What follows belongs to an exercise in optimizing a design on an open flow for small area; a production flow would make more cautious choices. Only simulation tests tie the RTL to the original design; equivalence was not proved. Power and IR drop assume default switching activity.

// bmp280_spi_uart_v2005
module bmp280_spi_uart_v2005
#(
  parameter CLK_HZ = 50000,
  parameter BAUD   = 5000,
  parameter SCK_HZ = 12500
)(
  input  wire clk,
  input  wire rst_n,
  output wire spi_csn,
  output wire spi_sck,
  output wire spi_mosi,
  input  wire spi_miso,
  output wire uart_tx
);
clock: 1000.0 ns
lec_check: 0
abc_area: 1
cap_margin: 20
core_margin: 2
core_utilization: 55
gpl_timing_driven: 0
place_density: 0.7
slew_margin: 20
synth_memory_max_bits: 16384
standard.sh (not shown) runs the stock make flow with config.mk's settings and CLKGATE_MAP_FILE= SYNTH_SCRIPT=/design/flow/synth_recipe.tcl, a recipe that flattens the netlist after the stock synthesis.
==> flow/flow/run.sh <==
#!/bin/bash
# Own layout flow:
#  1. the standard synthesis (standard.sh synth), unchanged;
#  2. its combinational logic re-mapped for area with a stronger ABC script
#     (resynth.ys, opt.abc: ABC's &deepsyn, tried with sixteen random seeds,
#     eight at a time, the smallest result kept); every register instance is kept as
#     it is, same name and cell;
#  3. the standard layout from that netlist, with clock tree synthesis
#     using clkbuf_4 clusters and no dummy loads.
# Each tool's output goes to a log file of its own in this folder.
set -euo pipefail
W=$PWD
R=$W/orfs/results/$FLOW_PLATFORM/bmp280_spi_uart_v2005/base
L=$W/orfs/logs/$FLOW_PLATFORM/bmp280_spi_uart_v2005/base
bash standard.sh synth > log_1_standard_synth.txt 2>&1
cp "$R/1_2_yosys.v" "$W/synth_standard.v"
LIB=$FLOW_HOME/platforms/$FLOW_PLATFORM/lib/sky130_fd_sc_hd__tt_025C_1v80.lib
DU=$(grep -o -- '-dont_use [A-Za-z0-9_]*' "$L/1_2_yosys.log" | sort -u | tr '\n' ' ')
YOSYS=$FLOW_HOME/../tools/install/yosys/bin/yosys
[ -x "$YOSYS" ] || YOSYS=yosys
for batch in "0 1 2 3 4 5 6 7" "8 9 10 11 12 13 14 15"; do
  for s in $batch; do
    sed -e "s|@SEED@|$s|g" flow/opt.abc > "$W/opt_$s.abc"
    sed -e "s|@LIB@|$LIB|g" -e "s|@DU@|$DU|g" -e "s|@IN@|$W/synth_standard.v|g" \
        -e "s|@OUT@|$W/synth_resynth_$s.v|g" -e "s|@ABC@|$W/opt_$s.abc|g" -e "s|@TOP@|$FLOW_TOP|g" \
        flow/resynth.ys > "$W/resynth_run_$s.ys"
    "$YOSYS" -s "$W/resynth_run_$s.ys" > "log_2_resynth_$s.txt" 2>&1 &
  done
  wait
done
best=""; bestarea=""
for s in $(seq 0 15); do
  a=$(grep 'Chip area' "log_2_resynth_$s.txt" | tail -1 | awk '{print $NF}')
  echo "seed $s area $a" >> log_2_resynth_pick.txt
  if [ -n "$a" ] && [ -s "$W/synth_resynth_$s.v" ]; then
    if [ -z "$best" ] || awk "BEGIN{exit !($a < $bestarea)}"; then best=$s; bestarea=$a; fi
  fi
done
echo "picked seed $best area $bestarea" >> log_2_resynth_pick.txt
cp "$W/synth_resynth_$best.v" "$R/1_2_yosys.v"
rm -f "$R/1_synth.odb" "$R/1_synth.sdc"
bash standard.sh "CTS_ARGS=-sink_clustering_enable -repair_clock_nets -dont_use_dummy_load -buf_list sky130_fd_sc_hd__clkbuf_4 -sink_clustering_size 10 -sink_clustering_max_diameter 35" finish > log_3_standard_layout.txt 2>&1
==> flow/flow/opt.abc <==
&get -n
&deepsyn -T 300 -S @SEED@
&put
dch -f
amap
strash
dch -f
amap
topo
Other scripts of this flow, unchanged in this note and not shown: flow/flow/resynth.ys
The starting point went through all stages and came out clean.
Change:
--- a/flow/flow/run.sh
+++ b/flow/flow/run.sh
@@ -5,2 +5,2 @@
-#     (resynth.ys, opt.abc: ABC's &deepsyn, tried with sixteen random seeds,
-#     eight at a time, the smallest result kept); every register instance is kept as
+#     (resynth.ys, opt.abc: ABC's &deepsyn, tried with four random seeds in
+#     parallel, the smallest result kept); every register instance is kept as
@@ -21,9 +21,6 @@
-for batch in "0 1 2 3 4 5 6 7" "8 9 10 11 12 13 14 15"; do
-  for s in $batch; do
-    sed -e "s|@SEED@|$s|g" flow/opt.abc > "$W/opt_$s.abc"
-    sed -e "s|@LIB@|$LIB|g" -e "s|@DU@|$DU|g" -e "s|@IN@|$W/synth_standard.v|g" \
-        -e "s|@OUT@|$W/synth_resynth_$s.v|g" -e "s|@ABC@|$W/opt_$s.abc|g" -e "s|@TOP@|$FLOW_TOP|g" \
-        flow/resynth.ys > "$W/resynth_run_$s.ys"
-    "$YOSYS" -s "$W/resynth_run_$s.ys" > "log_2_resynth_$s.txt" 2>&1 &
-  done
-  wait
+for s in 0; do
+  sed -e "s|@SEED@|$s|g" flow/opt.abc > "$W/opt_$s.abc"
+  sed -e "s|@LIB@|$LIB|g" -e "s|@DU@|$DU|g" -e "s|@IN@|$W/synth_standard.v|g" \
+      -e "s|@OUT@|$W/synth_resynth_$s.v|g" -e "s|@ABC@|$W/opt_$s.abc|g" -e "s|@TOP@|$FLOW_TOP|g" \
+      flow/resynth.ys > "$W/resynth_run_$s.ys"
+  "$YOSYS" -s "$W/resynth_run_$s.ys" > "log_2_resynth_$s.txt" 2>&1 &
@@ -30,0 +28 @@
+wait
@@ -32 +30 @@
-for s in $(seq 0 15); do
+for s in 0; do
@@ -42 +40 @@
-bash standard.sh "CTS_ARGS=-sink_clustering_enable -repair_clock_nets -dont_use_dummy_load -buf_list sky130_fd_sc_hd__clkbuf_4 -sink_clustering_size 10 -sink_clustering_max_diameter 35" finish > log_3_standard_layout.txt 2>&1
+bash standard.sh "CTS_ARGS=-sink_clustering_enable -repair_clock_nets -dont_use_dummy_load -buf_list sky130_fd_sc_hd__clkbuf_8 -sink_clustering_size 20 -sink_clustering_max_diameter 50" finish > log_3_standard_layout.txt 2>&1
==> flow/flow/opt.abc (replaced) <==
&get -n
&deepsyn -T 300 -S 0
&put
dch -f
amap
strash
dch -f
amap
topo
The changed run passed the timing, DRC and antenna checks; count of clock-buffer cells in the layout decreases by 23; total power increases by 1.6%; global-route usage increases by 2.1 points; non-clock buffer count is unchanged; die area increases by 0.77%; setup slack is better by 0.99 ns; wire length increases by 7.5%; design area increases by 0.98%; via count increases by 1.1%; core utilization increases by 0.40 points.
Change:
--- a/flow/flow/run.sh
+++ b/flow/flow/run.sh
@@ -21 +21 @@
-for s in 0; do
+for s in 0 1 2 3; do
@@ -30 +30 @@
-for s in 0; do
+for s in 0 1 2 3; do
@@ -40 +40 @@
-bash standard.sh "CTS_ARGS=-sink_clustering_enable -repair_clock_nets -dont_use_dummy_load -buf_list sky130_fd_sc_hd__clkbuf_8 -sink_clustering_size 20 -sink_clustering_max_diameter 50" finish > log_3_standard_layout.txt 2>&1
+bash standard.sh "CTS_ARGS=-sink_clustering_enable -repair_clock_nets -dont_use_dummy_load -buf_list sky130_fd_sc_hd__clkbuf_4 -sink_clustering_size 10 -sink_clustering_max_diameter 35" finish > log_3_standard_layout.txt 2>&1
==> flow/flow/opt.abc (replaced) <==
&get -n
&deepsyn -T 300 -S @SEED@
&put
dch -f
amap
strash
dch -f
amap
topo
Effect:
- sequential cell count does not change
- via count rose by 1.8%
- power drops by 1.5%
- clock-buffer cell count grows by 22
- first-iteration DRC count increases by 16%
- worst hold slack improved by 0.017 ns
- sequential power stays flat
- global-route usage went down by 0.14 points
- cell area falls by 0.79%
Change:
--- a/flow/flow/run.sh
+++ b/flow/flow/run.sh
@@ -5 +5 @@
-#     (resynth.ys, opt.abc: ABC's &deepsyn, tried with four random seeds in
+#     (resynth.ys, opt.abc: ABC's &deepsyn, tried with eight random seeds in
@@ -21 +21 @@
-for s in 0 1 2 3; do
+for s in 0 1 2 3 4 5 6 7; do
@@ -30 +30 @@
-for s in 0 1 2 3; do
+for s in 0 1 2 3 4 5 6 7; do
The changed run went through all stages and came out clean. Global-route usage falls by 0.30 points. Non-clock buffer count rises by 1. Final cell count falls slightly. Maximum frequency barely changes. Power is about the same. Setup slack gets worse by 0.38 ns. First-iteration DRC count falls by a quarter to a third.
Change:
--- a/flow/flow/run.sh
+++ b/flow/flow/run.sh
@@ -5 +5 @@
-#     (resynth.ys, opt.abc: ABC's &deepsyn, tried with eight random seeds in
+#     (resynth.ys, opt.abc: ABC's &deepsyn, tried with four random seeds in
@@ -21 +21 @@
-for s in 0 1 2 3 4 5 6 7; do
+for s in 0; do
@@ -30 +30 @@
-for s in 0 1 2 3 4 5 6 7; do
+for s in 0; do
@@ -40 +40 @@
-bash standard.sh "CTS_ARGS=-sink_clustering_enable -repair_clock_nets -dont_use_dummy_load -buf_list sky130_fd_sc_hd__clkbuf_4 -sink_clustering_size 10 -sink_clustering_max_diameter 35" finish > log_3_standard_layout.txt 2>&1
+bash standard.sh "CTS_ARGS=-sink_clustering_enable -repair_clock_nets -dont_use_dummy_load -buf_list sky130_fd_sc_hd__clkbuf_4 -sink_clustering_size 11 -sink_clustering_max_diameter 40" finish > log_3_standard_layout.txt 2>&1
==> flow/flow/opt.abc (replaced) <==
&get -n
&deepsyn -T 300 -S 0
&put
dch -f
amap
strash
dch -f
amap
topo
Via count climbs by 2.4%.
Routed wire length climbs by 3.1%.
Die area climbs by 1.0%.
Non-clock buffer count drops by 1.
Final cell count climbs by 1.6%.
Core utilization barely changes.
Power drops by 0.62%.
Clock skew climbs by 0.010 ns.
Register-to-register slack is worse by 1.3 ns.
Setup slack is worse by 0.73 ns.

what the ideal ports hide:
In the flow no input, the clock included, has a driving cell. The finished layouts below were timed again as built, in two steps. Step 1: set_driving_cell puts a clkbuf_16 on clk and a buf_2 on each other input, an assumption about the parent block. Step 2 times the ports against the registers' clock, not the clock port: input delays grow and output delays shrink by t, the midpoint of the rising clock arrivals with the driver on. Slacks: no drivers / after step 1 / after step 2; pairs: no drivers / after step 1.
run	t, ns	setup WS [ns]	worst data-port slew with drivers (ns)	pins driven straight from the clock port
the first run	0.720	792.036 / 791.992 / 792.711	0.03	1
the second run	0.562	793.029 / 792.982 / 793.544	0.03	1
the third run	0.718	793.974 / 793.934 / 794.652	0.03	1
the fourth run	0.715	793.592 / 793.550 / 794.264	0.03	1
the fifth run	0.693	792.864 / 792.822 / 793.514	0.03	1
After both steps setup and hold are still met in every run listed.
